Context: an optimization exercise on an open-source flow, tuned for small area. The choices shown serve that exercise and are no tape-out recipe.
The RTL was checked by simulation tests, not by an equivalence proof against the original design.
No activity file was given, so power comes from the tool's default toggle rates.

<file path="flow/run.sh">
#!/bin/bash
# Layout flow: the standard synthesis, then its combinational logic mapped
# again for area (registers, their names and cells untouched), then the standard flow's
# standard layout from floorplan to finish.
set -euo pipefail
WORK=$(pwd)
F=$WORK/flow
R=$WORK/orfs/results/$FLOW_PLATFORM/top_final/base
LIB=$FLOW_HOME/platforms/$FLOW_PLATFORM/lib/sky130_fd_sc_hd__tt_025C_1v80.lib

# 1. standard synthesis
bash standard.sh synth > synth_standard.log 2>&1

# 2. remap the combinational logic
cp $R/1_2_yosys.v $WORK/standard_1_2_yosys.v
python3 $F/mkmap.py $LIB $WORK/combmap.v > mkmap.log 2>&1
DU=$(sed -n '/^export DONT_USE_CELLS/,/^$/p' $FLOW_HOME/platforms/$FLOW_PLATFORM/config.mk \
     | grep -o 'sky130_fd_sc_hd__[a-z0-9_]*' | sort -u | sed 's/^/-dont_use /' | tr '\n' ' ')
# ABC's deepsyn is randomised: map with a few seeds at once, keep the smallest.
# Runs 1-3 end with mfs3 (which can fail on some netlists), run 4 does not,
# run 5 is a plain deterministic script as a fallback.
SEEDS="1 2 3 4 5"
for S in $SEEDS; do
  case $S in
    4) T=$F/area_nomfs.abc.in ;;
    5) T=$F/basic.abc.in ;;
    *) T=$F/area_mfs.abc.in ;;
  esac
  sed "s/@SEED@/$S/" $T > $WORK/area_$S.abc
  cat > $WORK/remap_$S.ys <<EOT
read_liberty -lib $LIB
read_verilog $WORK/standard_1_2_yosys.v
hierarchy -top $FLOW_TOP
techmap -map $WORK/combmap.v
techmap
opt -fast
opt -purge
abc -liberty $LIB $DU -script $WORK/area_$S.abc
opt_clean -purge
hilomap -singleton -hicell sky130_fd_sc_hd__conb_1 HI -locell sky130_fd_sc_hd__conb_1 LO
insbuf -buf sky130_fd_sc_hd__buf_4 A X
opt_clean -purge
tee -o $WORK/remap_stat_$S.txt stat -liberty $LIB
check -assert -mapped
write_verilog -noattr -nohex -nodec $WORK/remap_1_2_yosys_$S.v
EOT
  yosys -s $WORK/remap_$S.ys > remap_$S.log 2>&1 &
done
wait
BEST=""; BESTA=""
for S in $SEEDS; do
  [ -s $WORK/remap_1_2_yosys_$S.v ] || continue
  A=$(grep "Chip area for module" $WORK/remap_stat_$S.txt | grep -o "[0-9.]*$")
  if [ -z "$BEST" ] || awk "BEGIN{exit !($A < $BESTA)}"; then BEST=$S; BESTA=$A; fi
done
echo "seed $BEST area $BESTA" > remap_choice.log
cp $WORK/remap_1_2_yosys_$BEST.v $WORK/remap_1_2_yosys.v
cp $WORK/remap_1_2_yosys.v $R/1_2_yosys.v
rm -f $R/1_synth.odb

# 3. standard layout from the remapped netlist; the port buffers are buf_1
export BUFFER_PORTS_ARGS="-buffer_cell sky130_fd_sc_hd__buf_1"
# clock tree of clkbuf_8, without the dummy loads CTS adds to balance leaves
export CTS_ARGS="-sink_clustering_enable -repair_clock_nets -buf_list sky130_fd_sc_hd__clkbuf_8 -dont_use_dummy_load"
bash standard.sh finish > layout_standard.log 2>&1
</file>
<file path="flow/area_mfs.abc.in">
strash
&get -n
&deepsyn -T 1200 -S @SEED@
&put
strash
&get -n
&dch -f
&nf -p -R 1000
&put
mfs3 -a
</file>
<file path="flow/area_nomfs.abc.in">
strash
&get -n
&deepsyn -T 1200 -S @SEED@
&put
strash
&get -n
&dch -f
&nf -p -R 1000
&put
</file>
<file path="flow/basic.abc.in">
strash
dc2
balance -l; resub -K 6 -l; rewrite -l; resub -K 6 -N 2 -l; refactor -l; resub -K 8 -l; balance -l; resub -K 8 -N 2 -l; rewrite -l; resub -K 10 -l; rewrite -z -l; resub -K 10 -N 2 -l; balance -l; resub -K 12 -l; refactor -z -l; resub -K 12 -N 2 -l; rewrite -z -l; balance -l
balance -l; resub -K 6 -l; rewrite -l; resub -K 6 -N 2 -l; refactor -l; resub -K 8 -l; balance -l; resub -K 8 -N 2 -l; rewrite -l; resub -K 10 -l; rewrite -z -l; resub -K 10 -N 2 -l; balance -l; resub -K 12 -l; refactor -z -l; resub -K 12 -N 2 -l; rewrite -z -l; balance -l
strash
&get -n
&dch -f
&nf -R 1000
&put
</file>
<file path="flow/mkmap.py">
#!/usr/bin/env python3
"""Write a Yosys techmap file that turns each combinational sky130 cell back into logic,
from the liberty 'function' of each output pin.  Sequential cells are left out."""
import re, sys
lib = open(sys.argv[1]).read()
out = open(sys.argv[2], 'w')
# split into cells
cells = re.split(r'\n\s*cell\s*\(\s*"?([A-Za-z0-9_]+)"?\s*\)\s*\{', lib)
n = 0
for i in range(1, len(cells), 2):
    name, body = cells[i], cells[i + 1]
    if re.search(r'\b(ff|latch|statetable)\s*\(', body):
        continue
    pins = re.findall(r'pin\s*\(\s*"?([A-Za-z0-9_]+)"?\s*\)\s*\{(.*?)\n\s{8}\}', body, re.S)
    ins, outs = [], []
    for pn, pb in pins:
        d = re.search(r'direction\s*:\s*"?(\w+)"?', pb)
        if not d: continue
        if d.group(1) == 'input': ins.append(pn)
        elif d.group(1) == 'output':
            f = re.search(r'function\s*:\s*"([^"]*)"', pb)
            if not f: break
            outs.append((pn, f.group(1)))
    else:
        if not outs: continue
        def conv(f):
            f = f.replace('!', '~').replace('+', '|').replace('*', '&').replace('^', '^')
            # implicit AND: "A B" -> "A&B"
            f = re.sub(r'([A-Za-z0-9_\)])\s+(?=[A-Za-z0-9_~\(])', r'\1&', f)
            return f
        out.write('module %s(%s);\n' % (name, ', '.join(ins + [o for o, _ in outs])))
        for p in ins: out.write('  input %s;\n' % p)
        for o, f in outs: out.write('  output %s;\n  assign %s = %s;\n' % (o, o, conv(f)))
        out.write('endmodule\n')
        n += 1
print(n, 'cells')
</file>
<file path="standard.sh">
#!/bin/bash
# synth_recipe.tcl (not shown) runs the flow's synth.tcl, then flattens the netlist and writes it again
# the make line also repeats each setting of config.mk as NAME=value (left out here)
make -C /OpenROAD-flow-scripts/flow DESIGN_CONFIG=/design/flow/config.mk WORK_HOME=/design/flow/orfs CLKGATE_MAP_FILE= SYNTH_SCRIPT=/design/flow/synth_recipe.tcl "${@:-finish}"
</file>
<file path="config.mk">
export PLATFORM = sky130hd
export DESIGN_NAME = top_final
export DESIGN_NICKNAME = top_final
export VERILOG_FILES = /design/flow/design.v
export SDC_FILE = /design/flow/constraint.sdc
export NUM_CORES = 4
export LEC_CHECK = 0
export ABC_AREA = 1
export CAP_MARGIN = 20
export CORE_MARGIN = 2
export CORE_UTILIZATION = 30
export PLACE_DENSITY = 0.5
export SLEW_MARGIN = 20
export SYNTH_MEMORY_MAX_BITS = 16384
</file>
<file path="constraint.sdc">
create_clock -name core_clock -period 10.0 [get_ports {CLK100MHZ}]
set_input_delay 2.0000 -clock core_clock [delete_from_list [all_inputs] [get_ports {CLK100MHZ}]]
set_output_delay 2.0000 -clock core_clock [all_outputs]
set_load 0.01 [all_outputs]
</file>
<file path="design.v">
`timescale 1ns / 1ps
module charROM(
    input [4:0] code,
    input [2:0] col,
    output reg [7:0] data
);
    always @(*) begin
        case ({code, col})
            8'd10: data = 8'h08;
            8'd11: data = 8'h08;
            8'd12: data = 8'h08;
            8'd13: data = 8'h08;
            8'd14: data = 8'h08;
            8'd18: data = 8'h22;
            8'd19: data = 8'h14;
            8'd20: data = 8'h14;
            8'd21: data = 8'h08;
            8'd26: data = 8'h08;
            8'd27: data = 8'h14;
            8'd28: data = 8'h14;
            8'd29: data = 8'h22;
            8'd33: data = 8'h40;
            8'd34: data = 8'h7c;
            8'd35: data = 8'h4a;
            8'd36: data = 8'h09;
            8'd37: data = 8'h4a;
            8'd38: data = 8'h7c;
            8'd39: data = 8'h40;
            8'd41: data = 8'h1c;
            8'd42: data = 8'h22;
            8'd43: data = 8'h41;
            8'd44: data = 8'h41;
            8'd45: data = 8'h41;
            8'd46: data = 8'h7f;
            8'd47: data = 8'h41;
            8'd49: data = 8'h63;
            8'd50: data = 8'h41;
            8'd51: data = 8'h5d;
            8'd52: data = 8'h49;
            8'd53: data = 8'h49;
            8'd54: data = 8'h7f;
            8'd55: data = 8'h41;
            8'd57: data = 8'h03;
            8'd58: data = 8'h01;
            8'd59: data = 8'h1d;
            8'd60: data = 8'h09;
            8'd61: data = 8'h49;
            8'd62: data = 8'h7f;
            8'd63: data = 8'h41;
            8'd65: data = 8'h08;
            8'd66: data = 8'h3a;
            8'd67: data = 8'h49;
            8'd68: data = 8'h49;
            8'd69: data = 8'h41;
            8'd70: data = 8'h22;
            8'd71: data = 8'h1c;
            8'd73: data = 8'h41;
            8'd74: data = 8'h7f;
            8'd75: data = 8'h08;
            8'd76: data = 8'h08;
            8'd77: data = 8'h08;
            8'd78: data = 8'h7f;
            8'd79: data = 8'h41;
            8'd82: data = 8'h41;
            8'd83: data = 8'h41;
            8'd84: data = 8'h7f;
            8'd85: data = 8'h41;
            8'd86: data = 8'h41;
            8'd89: data = 8'h60;
            8'd90: data = 8'h40;
            8'd91: data = 8'h40;
            8'd92: data = 8'h40;
            8'd93: data = 8'h41;
            8'd94: data = 8'h7f;
            8'd95: data = 8'h41;
            8'd97: data = 8'h01;
            8'd98: data = 8'h7f;
            8'd99: data = 8'h11;
            8'd100: data = 8'h0c;
            8'd101: data = 8'h42;
            8'd102: data = 8'h7f;
            8'd103: data = 8'h41;
            8'd105: data = 8'h1c;
            8'd106: data = 8'h22;
            8'd107: data = 8'h41;
            8'd108: data = 8'h41;
            8'd109: data = 8'h41;
            8'd110: data = 8'h22;
            8'd111: data = 8'h1c;
            8'd113: data = 8'h06;
            8'd114: data = 8'h09;
            8'd115: data = 8'h09;
            8'd116: data = 8'h09;
            8'd117: data = 8'h49;
            8'd118: data = 8'h7f;
            8'd119: data = 8'h41;
            8'd121: data = 8'h46;
            8'd122: data = 8'h69;
            8'd123: data = 8'h19;
            8'd124: data = 8'h09;
            8'd125: data = 8'h09;
            8'd126: data = 8'h7f;
            8'd127: data = 8'h41;
            8'd129: data = 8'h03;
            8'd130: data = 8'h01;
            8'd131: data = 8'h41;
            8'd132: data = 8'h7f;
            8'd133: data = 8'h41;
            8'd134: data = 8'h01;
            8'd135: data = 8'h03;
            8'd137: data = 8'h01;
            8'd138: data = 8'h3f;
            8'd139: data = 8'h41;
            8'd140: data = 8'h40;
            8'd141: data = 8'h41;
            8'd142: data = 8'h3f;
            8'd143: data = 8'h01;
            8'd145: data = 8'h01;
            8'd146: data = 8'h1f;
            8'd147: data = 8'h61;
            8'd148: data = 8'h14;
            8'd149: data = 8'h61;
            8'd150: data = 8'h1f;
            8'd151: data = 8'h01;
            8'd153: data = 8'h04;
            8'd154: data = 8'h02;
            8'd155: data = 8'h01;
            8'd156: data = 8'h01;
            8'd157: data = 8'h02;
            8'd158: data = 8'h04;
            8'd161: data = 8'h02;
            8'd162: data = 8'h0e;
            8'd163: data = 8'h32;
            8'd164: data = 8'h40;
            8'd165: data = 8'h32;
            8'd166: data = 8'h0e;
            8'd167: data = 8'h02;
            8'd172: data = 8'h7f;
            default: data = 8'h00;
        endcase
    end
endmodule
module msgROM(
    input [2:0] sel,
    input [5:0] pos,
    output reg [4:0] code
);
    always @(*) begin
        case ({sel, pos})
            9'd127: code = 5'd1;
            9'd126: code = 5'd1;
            9'd125: code = 5'd1;
            9'd124: code = 5'd1;
            9'd123: code = 5'd1;
            9'd122: code = 5'd1;
            9'd121: code = 5'd1;
            9'd120: code = 5'd1;
            9'd119: code = 5'd1;
            9'd118: code = 5'd1;
            9'd117: code = 5'd1;
            9'd116: code = 5'd1;
            9'd115: code = 5'd1;
            9'd114: code = 5'd1;
            9'd113: code = 5'd1;
            9'd112: code = 5'd1;
            9'd111: code = 5'd1;
            9'd110: code = 5'd1;
            9'd109: code = 5'd1;
            9'd108: code = 5'd1;
            9'd107: code = 5'd1;
            9'd106: code = 5'd7;
            9'd105: code = 5'd11;
            9'd104: code = 5'd4;
            9'd103: code = 5'd16;
            9'd102: code = 5'd1;
            9'd101: code = 5'd1;
            9'd100: code = 5'd1;
            9'd99: code = 5'd1;
            9'd98: code = 5'd1;
            9'd97: code = 5'd1;
            9'd96: code = 5'd1;
            9'd95: code = 5'd1;
            9'd94: code = 5'd1;
            9'd93: code = 5'd1;
            9'd92: code = 5'd1;
            9'd91: code = 5'd1;
            9'd90: code = 5'd1;
            9'd89: code = 5'd1;
            9'd88: code = 5'd1;
            9'd87: code = 5'd1;
            9'd86: code = 5'd1;
            9'd85: code = 5'd1;
            9'd84: code = 5'd1;
            9'd83: code = 5'd1;
            9'd82: code = 5'd1;
            9'd81: code = 5'd1;
            9'd80: code = 5'd1;
            9'd79: code = 5'd1;
            9'd78: code = 5'd1;
            9'd77: code = 5'd1;
            9'd76: code = 5'd1;
            9'd75: code = 5'd1;
            9'd74: code = 5'd1;
            9'd73: code = 5'd1;
            9'd72: code = 5'd1;
            9'd71: code = 5'd1;
            9'd70: code = 5'd1;
            9'd69: code = 5'd1;
            9'd68: code = 5'd1;
            9'd67: code = 5'd1;
            9'd66: code = 5'd1;
            9'd65: code = 5'd1;
            9'd64: code = 5'd1;
            9'd133: code = 5'd17;
            9'd132: code = 5'd12;
            9'd131: code = 5'd7;
            9'd130: code = 5'd11;
            9'd129: code = 5'd4;
            9'd128: code = 5'd16;
            9'd248: code = 5'd19;
            9'd232: code = 5'd21;
            9'd216: code = 5'd21;
            9'd200: code = 5'd17;
            9'd199: code = 5'd14;
            9'd312: code = 5'd21;
            9'd296: code = 5'd21;
            9'd280: code = 5'd20;
            9'd265: code = 5'd5;
            9'd264: code = 5'd13;
            9'd263: code = 5'd18;
            9'd262: code = 5'd12;
            9'd361: code = 5'd1;
            9'd360: code = 5'd1;
            9'd359: code = 5'd1;
            9'd358: code = 5'd1;
            9'd357: code = 5'd3;
            9'd329: code = 5'd15;
            9'd328: code = 5'd10;
            9'd327: code = 5'd8;
            9'd326: code = 5'd9;
            9'd325: code = 5'd16;
            9'd425: code = 5'd2;
            9'd424: code = 5'd1;
            9'd423: code = 5'd1;
            9'd422: code = 5'd1;
            9'd421: code = 5'd1;
            9'd393: code = 5'd11;
            9'd392: code = 5'd6;
            9'd391: code = 5'd7;
            9'd390: code = 5'd16;
            default: code = 5'd0;
        endcase
    end
endmodule
`timescale 1ns / 1ps
module delayGen(
    input clock,
    input reset,
    input delayEn,
    output reg delayDone
    );
    always @(posedge clock)
    begin
        if(reset)
            delayDone <= 1'b0;
        else
            delayDone <= delayEn;
    end
endmodule
`timescale 1ns / 1ps
module spiControl(
    input  clock,
    input  reset,
    input  p5,               
    input [7:0] data_in,
    input  load_data,
    output done_send,
    output     spi_clock,
    output reg spi_data
);
reg [2:0] dataCount;      
reg [1:0] state;
reg clock_10;
localparam IDLE = 2'd0,
           SEND = 2'd1,
           DONE0 = 2'd2,
           DONE1 = 2'd3;
wire CE = (state == DONE0) | ((state == SEND) & (dataCount != 3'd0));
assign done_send = (state == DONE1);
assign spi_clock = CE ? clock_10 : 1'b1;
always @(posedge clock)
begin
    if(reset)
        clock_10 <= 0;
    else if(p5)
        clock_10 <= ~clock_10;
end
wire clock_10_fall = p5 & clock_10;
always @(posedge clock)
begin
    if(reset)
    begin
        state <= IDLE;
        dataCount <= 0;
        spi_data <= 1'b1;
    end
    else if(clock_10_fall)
    begin
        case(state)
            IDLE:begin
                if(load_data)
                    state <= SEND;
            end
            SEND:begin
                spi_data <= data_in[3'd7 - dataCount];
                dataCount <= dataCount + 1;
                if(dataCount == 7)
                    state <= DONE0;
            end
            default:begin
                state <= load_data ? DONE1 : IDLE;
            end
        endcase
    end
end
endmodule
`timescale 1ns / 1ps
module oledControl(
    input clock,
    input reset,
    input p5,
    output wire oled_spi_clk,
    output wire oled_spi_data,
    output wire oled_vdd,
    output wire oled_vbat,
    output wire oled_reset_n,
    output reg  oled_dc_n,
    input [4:0] charCode,
    input       sendDataValid,
    input       updateString,
    input [16:0] timer,
    output reg  sendDone
    );
    localparam [4:0] IDLE = 5'd0,
                     INIT = 5'd1,
                     RESET = 5'd2,
                     CHARG_PUMP = 5'd3,
                     CHARG_PUMP1 = 5'd4,
                     PRE_CHARG = 5'd5,
                     PRE_CHARG1 = 5'd6,
                     VBAT_ON = 5'd7,
                     CONTRAST = 5'd8,
                     CONTRAST1 = 5'd9,
                     SEG_REMAP = 5'd10,
                     SCAN_DIR = 5'd11,
                     COM_PIN = 5'd12,
                     COM_PIN1 = 5'd13,
                     DISPLAY_ON = 5'd14,
                     PAGE_ADDR = 5'd15,
                     PAGE_ADDR1 = 5'd16,
                     PAGE_ADDR2 = 5'd17,
                     COLUMN_ADDR = 5'd18,
                     DONE = 5'd19,
                     SEND_DATA = 5'd20;
    localparam [16:0] D1 = 17'b01000111000001001,   
                      D2 = 17'b11101110011110010,   
                      D3 = 17'b11001010111101000,   
                      D4 = 17'b00001101100110000;   
    reg [4:0] cmd;
    reg pend;
    reg spiLoadData;
    reg [1:0] currPage;
    reg [4:0] charCount;         
    wire col128 = charCount[4];
    reg [2:0] byteCounter;       
    wire spiDone;
    wire [7:0] fontByte;
    wire isDelay = (cmd == INIT) | (cmd == RESET) | (cmd == CHARG_PUMP) | (cmd == CONTRAST);
    wire delayEnd = (cmd == INIT       & (timer == D1)) |
                    (cmd == RESET      & (timer == D2)) |
                    (cmd == CHARG_PUMP & (timer == D3)) |
                    (cmd == CONTRAST   & (timer == D4));
    wire sending = ~(cmd == IDLE | cmd == RESET | cmd == VBAT_ON | cmd == DONE);
    reg [7:0] spiData;
    always @(*) begin
        case (cmd)
            INIT:        spiData = 8'hAE;
            CHARG_PUMP:  spiData = 8'h8D;
            CHARG_PUMP1: spiData = 8'h14;
            PRE_CHARG:   spiData = 8'hD9;
            PRE_CHARG1:  spiData = 8'hF1;
            CONTRAST:    spiData = 8'h81;
            CONTRAST1:   spiData = 8'hFF;
            SEG_REMAP:   spiData = 8'hA0;
            SCAN_DIR:    spiData = 8'hC0;
            COM_PIN:     spiData = 8'hDA;
            DISPLAY_ON:  spiData = 8'hAF;
            PAGE_ADDR:   spiData = 8'h22;
            PAGE_ADDR1:  spiData = {6'd0, currPage};
            PAGE_ADDR2:  spiData = {6'd0, currPage};
            COLUMN_ADDR: spiData = 8'h10;
            SEND_DATA:   spiData = fontByte;
            default:     spiData = 8'h00;
        endcase
    end
    assign oled_vdd = (cmd == IDLE);
    assign oled_vbat = (cmd < CONTRAST);
    assign oled_reset_n = (cmd != RESET);
    always @(posedge clock)
    begin
        if(reset)
        begin
            cmd <= IDLE;
            pend <= 1'b0;
            oled_dc_n <= 1'b1;
            spiLoadData <= 1'b0;
            currPage <= 0;
            sendDone <= 0;
            charCount <= 0;
            byteCounter <= 3'd7;
        end
        else if(pend)
        begin
            if(isDelay ? delayEnd : !spiDone)
                pend <= 1'b0;
        end
        else if(cmd == DONE)
        begin
            sendDone <= 1'b0;
            if (updateString) begin
                charCount <= 0;
                currPage <= 0;
                cmd <= PAGE_ADDR;
            end
            if(sendDataValid & !col128 & !sendDone)
            begin
                cmd <= SEND_DATA;
            end
            else if(sendDataValid & col128 & !sendDone)
            begin
                cmd <= PAGE_ADDR;
                charCount <= 0;
            end
        end
        else if(!sending)
        begin
            if(cmd == IDLE)
                oled_dc_n <= 1'b0;
            cmd <= cmd + 5'd1;
            pend <= 1'b1;
        end
        else
        begin
            spiLoadData <= 1'b1;
            if(cmd == PAGE_ADDR | cmd == PAGE_ADDR1 | cmd == PAGE_ADDR2)
                oled_dc_n <= 1'b0;
            if(cmd == SEND_DATA)
                oled_dc_n <= 1'b1;
            if(spiDone)
            begin
                spiLoadData <= 1'b0;
                pend <= 1'b1;
                if(cmd == PAGE_ADDR1)
                    currPage <= currPage + 1;
                if(cmd == SEND_DATA)
                    byteCounter <= byteCounter - 3'd1;
                if(cmd != SEND_DATA)
                    cmd <= cmd + 5'd1;
                else if(byteCounter == 3'd0)
                begin
                    cmd <= DONE;
                    sendDone <= 1'b1;
                    charCount <= charCount + 5'd1;
                end
            end
        end
    end
    spiControl SC(
        .clock(clock),
        .reset(reset),
        .p5(p5),
        .data_in(spiData),
        .load_data(spiLoadData),
        .done_send(spiDone),
        .spi_clock(oled_spi_clk),
        .spi_data(oled_spi_data)
    );
    charROM CR(
        .code(charCode),
        .col(byteCounter),
        .data(fontByte)
    );
endmodule
`timescale 1ns / 1ps
module main_control (
    input wire clk,
    input wire reset,
    input wire bit_en,
    input wire [3:0] bit_q,
    input wire [1:0] bit_axis,
    input wire b,
    input wire latch,
    output reg [2:0] direction
);
    localparam [2:0] X_GT = 3'd1, X_LT = 3'd2, Y_GT = 3'd3, Y_LT = 3'd4, Z_GT = 3'd5, Z_LT = 3'd6;
    reg t, e, d;
    reg found;
    reg k;
    always @(*) begin
        case (bit_q[2:0])
            3'd1, 3'd2, 3'd3: k = t;
            3'd4:             k = ~t;
            3'd5:             k = 1'b1;
            default:          k = 1'b0;
        endcase
    end
    wire gt = ~t & (~e | (b & d));
    wire lt =  t & (~e | (~b & d));
    reg [2:0] res;
    always @(*) begin
        case (bit_axis)
            2'd1:    res = gt ? Z_GT : Z_LT;
            2'd2:    res = gt ? Y_GT : Y_LT;
            default: res = gt ? X_GT : X_LT;
        endcase
    end
    wire first = (bit_axis == 2'd1) & (bit_q == 4'd0);
    always @(posedge clk) begin
        if (bit_en & (first | ~found)) begin
            if (bit_q == 4'd0) begin
                t <= b; e <= 1'b1; d <= 1'b0;
                found <= 1'b0;
            end else if (!bit_q[3]) begin
                e <= e & (b == k);
                d <= d | (e & (b != k) & (b == t));
            end else if (bit_q == 4'd9) begin
                t <= b;
                d <= d & (b ^ t);
                e <= 1'b1;
            end else if (bit_q != 4'd8 && bit_q != 4'd15) begin
                e <= e & (b == t);
            end else if (bit_q == 4'd15) begin
                if (gt | lt) begin
                    {t, e, d} <= res;
                    found <= 1'b1;
                end
            end
        end
    end
    always @(posedge clk) begin
        if (reset)
            direction <= 3'd0;
        else if (latch)
            direction <= found ? {t, e, d} : 3'd0;
    end
endmodule
`timescale 1ns / 1ps
module spi_master(
    input iclk,
    input reset,
    input tick,
    input tick0,
    input miso,
    output sclk,
    output reg mosi,      
    output cs,
    output bit_en,           
    output [3:0] bit_q,      
    output [1:0] bit_axis,   
    output latch             
    );
    localparam [23:0] wseq = 24'h0A2D02;
    localparam [15:0] rseq = 16'h0B0E;
    reg [13:0] n;
    wire [11:0] s = n[13:2];
    wire [1:0] u = n[1:0];
    wire rd = s[11];
    wire [10:0] r = s[10:0];
    wire r_lo = rd & (r[10:6] == 5'd0);             
    wire slot_end = tick & (u == 2'd2);
    wire [4:0] k = s[4:0] + 5'd1;                   
    always @(posedge iclk) begin
        if (reset)
            n <= {12'd422, 2'd1};
        else if (tick)
            n <= (slot_end & rd & (r == 11'd1064)) ? 14'd8191 : n + 14'd1;
    end
    always @(*) begin
        if (s == 12'd1023)
            mosi = wseq[23];
        else if (s[11:5] == 7'b0100000 && s[4:0] <= 5'd22)
            mosi = wseq[5'd23 - k];
        else if (r_lo && r[5:4] == 2'd0)
            mosi = rseq[4'd15 - r[3:0]];
        else
            mosi = 1'b0;
    end
    assign cs = ~(((n >= 14'd4091) & (n <= 14'd4186)) | (rd & (n[12:8] == 5'd0) & (n[7:0] != 8'd255)));
    assign sclk = ~cs & (n[1] ^ n[0]);
    assign bit_en = slot_end & r_lo & (r[5:4] != 2'd0);
    assign bit_q = r[3:0];
    assign bit_axis = r[5:4];
    assign latch = tick0 & (u == 2'd1) & rd & (r == 11'd64);
endmodule
`timescale 1ns / 1ps
module iclk_gen (
    input CLK100MHZ,
    input reset,
    output p5,
    output clk_4MHz_en,
    output tick0
);
    reg [2:0] lo, hi;
    assign p5 = (lo == 3'd4);
    always @(posedge CLK100MHZ) begin
        if (reset | p5)
            lo <= 3'd0;
        else
            lo <= lo + 3'd1;
    end
    always @(posedge CLK100MHZ) begin
        if (reset | clk_4MHz_en)
            hi <= 3'd0;
        else if (p5)
            hi <= hi + 3'd1;
    end
    assign clk_4MHz_en = p5 & (hi == 3'd4);
    assign tick0 = (lo == 3'd0) & (hi == 3'd0);
endmodule
`timescale 1ns / 1ps
module top_final (
    input CLK100MHZ,
    input reset,
    input ACL_MISO,
    output ACL_MOSI,
    output ACL_SCLK,
    output ACL_CSN,
    output oled_spi_clk,
    output oled_spi_data,
    output oled_vdd,
    output oled_vbat,
    output oled_reset_n,
    output oled_dc_n
);
    wire clk_4MHz_en, tick0, p5;
    iclk_gen clock_generation (
        .CLK100MHZ(CLK100MHZ),
        .reset(reset),
        .p5(p5),
        .clk_4MHz_en(clk_4MHz_en),
        .tick0(tick0)
    );
    wire bit_en, latch;
    wire [3:0] bit_q;
    wire [1:0] bit_axis;
    spi_master master (
        .iclk(CLK100MHZ),
        .reset(reset),
        .tick(clk_4MHz_en),
        .tick0(tick0),
        .miso(ACL_MISO),
        .sclk(ACL_SCLK),
        .mosi(ACL_MOSI),
        .cs(ACL_CSN),
        .bit_en(bit_en),
        .bit_q(bit_q),
        .bit_axis(bit_axis),
        .latch(latch)
    );
    wire [2:0] direction;
    main_control main_control_inst (
        .clk(CLK100MHZ),
        .reset(reset),
        .bit_en(bit_en),
        .bit_q(bit_q),
        .bit_axis(bit_axis),
        .b(ACL_MISO),
        .latch(latch),
        .direction(direction)
    );
    localparam [16:0] T_REFRESH = 17'b01010100011010111;     
    reg [16:0] timer;
    reg updateString;
    reg [2:0] message;           
    wire refresh = (timer == T_REFRESH);
    always @(posedge CLK100MHZ) begin
        if (reset | refresh)
            timer <= 17'd0;
        else
            timer <= {timer[15:0], ~(timer[16] ^ timer[13])};
    end
    always @(posedge CLK100MHZ) begin
        if (reset) begin
            updateString <= 1'b0;
            message <= 3'd0;
        end else begin
            updateString <= refresh;
            if (refresh)
                message <= direction;
        end
    end
    localparam [1:0] IDLE = 2'd0, SEND = 2'd1, DONE = 2'd2;
    reg [1:0] state;
    reg [5:0] byteCounter;
    reg [2:0] sendSel;
    wire sendDone;
    wire sendDataValid = (state == SEND);
    always @(posedge CLK100MHZ) begin
        if (reset) begin
            state <= IDLE;
            byteCounter <= 6'd63;
        end else begin
            case (state)
                IDLE: if (!sendDone) begin
                    sendSel <= message;
                    state <= SEND;
                end
                SEND: if (sendDone) begin
                    byteCounter <= byteCounter - 6'd1;    
                    state <= (byteCounter != 6'd0) ? IDLE : DONE;
                end
                default: if (updateString)
                    state <= IDLE;
            endcase
        end
    end
    wire [4:0] charCode;
    msgROM message_rom (
        .sel(sendSel),
        .pos(byteCounter),
        .code(charCode)
    );
    oledControl oled_control_inst (
        .clock(CLK100MHZ),
        .reset(reset),
        .p5(p5),
        .oled_spi_clk(oled_spi_clk),
        .oled_spi_data(oled_spi_data),
        .oled_vdd(oled_vdd),
        .oled_vbat(oled_vbat),
        .oled_reset_n(oled_reset_n),
        .oled_dc_n(oled_dc_n),
        .charCode(charCode),
        .sendDataValid(sendDataValid),
        .updateString(updateString),
        .timer(timer),
        .sendDone(sendDone)
    );
endmodule
</file>
==> impl_metrics.csv <==
group,metric,value,unit
route,num_vias,4834,
setup_path,cpMostUsedCell,"o21ai_0",
setup_path,crit_required,10290,ps
floorplanning,core_area,15770,µm²
clocking,clock_latency,360,ps
grt,grt_pass1_vias,4592,
power_and_ir_drop,p_int,473.4,µW
grt,grtUsageTotal,17.24,%
sta,slew_viol_final,0,
clocking,cts_resized,0,
floorplanning,initial_core_util,30.45,%
power_and_ir_drop,peakVddDrop,0.04633,mV
setup_path,worstPathArrival,8420,ps
route,wl,14200,µm
sta,clock_skew,23.09,ps
cells_and_area,utilization,33.31,%
route,firstDrtPassIters,5,
cells_and_area,fin_nets,664,
synth,yosysWarnings,8,
grt,grt_pass1_wl,23280,µm
sta,tightestPinTransition,762.6,ps
place,io_buffers,11,
sta,period_share,81.38,%
clocking,clk_path_buf_depth,2,
floorplanning,dieArea,17040,µm²
setup_path,cp_slowest_stage_delay,600,ps
power_and_ir_drop,seqPwrFrac,56.3,%
power_and_ir_drop,power_density,127.6,nW/µm²
synth,syn_area,4802,µm²
cells_and_area,area.growth.synth_to_final,9.406,%
route,post_drt_wl_per_cell,16.23,µm
min_path,holdCritPathClass,"flip-flop to flip-flop",
power_and_ir_drop,power.leakage,0.001736,µW
power_and_ir_drop,p_switching,197.0,µW
cells_and_area,design_area,5254,µm²
floorplanning,fp.dieW,130.5,µm
setup_path,critical_path_class,"flip-flop to flip-flop",
clocking,clk_pin_slew,80,ps
route,viasPerCell,5.525,
cells_and_area,diodes,0,
route,drc_errors,0,
place,detailed_place.area,5130,µm²
clocking,ctsRootBufferMaster,"clkbuf_8",
sta,rsz0062_at_grt,"no",
grt,overflow,0,
sta,setup_viol,0,
floorplanning,fp-row-count,46,
power_and_ir_drop,power_frac_clock,28.4,%
sta,clock.fmax,122.9,MHz
clocking,cts_htree_levels,3,
synth,synthesis.nets,640,
route,drt-initial-drc-count,396,
place,hpwl,10540,µm
synth,synthCells,637,
power_and_ir_drop,power.share.switching,29.39,%
grt,grt_max_degree,51,
sta,max_slew_margin,48.69,%
clocking,clock-sinks,85,
setup_path,slowest_stage,"o41ai_1",
sta,finalSetupTns,0,ps
sta,finalCriticalPeriod,8138,ps
power_and_ir_drop,comb_power_share,15.3,%
setup_path,startpoint_type,"flip-flop",
status,status,"finished clean",
clocking,ctsHoldBuffers,0,
route,ant_nets,0,
sta,hold_viol_final,0,
grt,grt_antenna_before_repair,0,
floorplanning,fp.dieH,130.5,µm
setup_path,crit_path_end_kind,"flip-flop",
setup_path,worstPathMaxFanout,11,
clocking,cts_tree,"done",
synth,avgSynthCellArea,7.539,µm²
run,cap_violations,0,
cells_and_area,drive_gt1_share,1.821,%
place,place_congestion,0.9336,
clocking,post-cts-setup-buffer-count,0,
clocking,cts_made_buffers,9,
floorplanning,io_pins,12,
stage by stage:
step / hold slack, ps / setup WS, ps / power [µW] / std cells
3_5_place_dp: 438.1 / 2107 / 487.4 / 866
2_1_floorplan: 409.1 / 3509 / 448.9 / 637
4_1_cts: 458.5 / 2004 / 681.0 / 875
6_report: 454.2 / 1862 / 670.4 / 875
5_1_grt: 462.8 / 1121 / 706.0 / 875
3_3_place_gp: 438.5 / 2170 / 486.6 / 866
power groups by stage:
stage	registers [µW]	logic (µW)	clock network (µW)
6_report	377	103	191
3_3_place_gp	385	101	0
3_5_place_dp	385	102	0
5_1_grt	381	114	211
4_1_cts	377	103	201
2_1_floorplan	378	71.0	0
cells in the final DEF, fill, tap and decap left out, types with 6 or more instances in the layout:
master / instances
o21a_1: 9
o211ai_1: 6
nand2b_1: 20
dfxtp_1: 78
and2_0: 19
nand3_1: 18
o22ai_1: 6
nor2b_1: 18
o21ai_0: 41
clkinv_1: 18
nor3_1: 31
nand3b_1: 6
edfxtp_1: 7
nand2_1: 82
and3_1: 10
nor4_1: 11
clkbuf_8: 9
buf_1: 10
a22o_1: 6
xnor2_1: 13
a31oi_1: 11
nand4_1: 9
nor2_1: 91
a21oi_1: 48
registers in the layout, indices dropped and copies added (netlist names), 2 cells and up:
name                            cells
timer                              17
oled_control_inst.currPage          2
state                               2
oled_control_inst.SC.dataCount      3
byteCounter                         6
message                             3
clock_generation.lo                 3
main_control_inst.direction         3
sendSel                             3
oled_control_inst.SC.state          2
oled_control_inst.byteCounter       3
clock_generation.hi                 3
master.n                           14
oled_control_inst.cmd               5
oled_control_inst.charCount         5
layer usage:
metal | track usage, % | wire [µm] | vias up
met5 | 0 | 0 | -
met4 | 6.446 | 368 | 0
met3 | 3.664 | 506 | 30
met2 | 28.40 | 6671 | 118
met1 | 22.26 | 6651 | 2293
li1 | - | - | 2393
final cells by class:
| type | count | area (µm²) |
|---|---|---|
| fillers | 1728 | 10520 |
| well taps | 216 | 270.3 |
| multi-input cells | 534 | 2963 |
| flip-flops and latches | 85 | 1772 |
| clock buffers | 9 | 123.9 |
| repair buffers | 13 | 57.56 |
| inverters | 18 | 67.56 |
worst paths after layout:
check	start	to	slack (ps)	cells after the start
max	byteCounter[5]$_SDFFE_PP1P_	oled_control_inst.SC.spi_data$_SDFFE_PP1P_	1860	33
min	message[2]$_SDFFE_PP0P_	sendSel[2]$_DFFE_PP_	450	0
max reg2reg	byteCounter[5]$_SDFFE_PP1P_	oled_control_inst.SC.spi_data$_SDFFE_PP1P_	1860	33
min reg2reg	message[2]$_SDFFE_PP0P_	sendSel[2]$_DFFE_PP_	450	0
worst max-delay path, delay by kind of cell (launching register included):
family | cells | cell delay (ps)
AO/OA/AOI/OAI | 20 | 5100
flip-flops | 1 | 420
multiplexers | 1 | 160
buffers and inverters | 3 | 600
AND/OR/NAND/NOR | 9 | 1750

-- static timing again, ports no longer ideal --
Ports are ideal in the flow. The routed layout listed here was re-timed in OpenROAD. Step 1: set_driving_cell puts a clkbuf_16 on CLK100MHZ and a buf_2 on each other input, an assumption about the parent block. Step 2 adds t to the input delays and takes it off the output delays; t is the mean of the earliest and latest rising clock arrival at the registers after step 1. Input paths then give back, and output paths get back, about the clock's delay inside the block. Slacks: ideal ports / drivers / drivers and shift; pairs: ideal ports / drivers.
t (ns): 0.387
slack for setup (ns): 1.862 / 1.862 / 1.862
clock arrival spread, ns: 0.023 / 0.023
worst register clock-pin slew, ns: 0.08 / 0.08
After both steps setup and hold are still met in this run. The setup slack of this run moves by 0.000 ns with the drivers and by 0.000 ns with both steps.
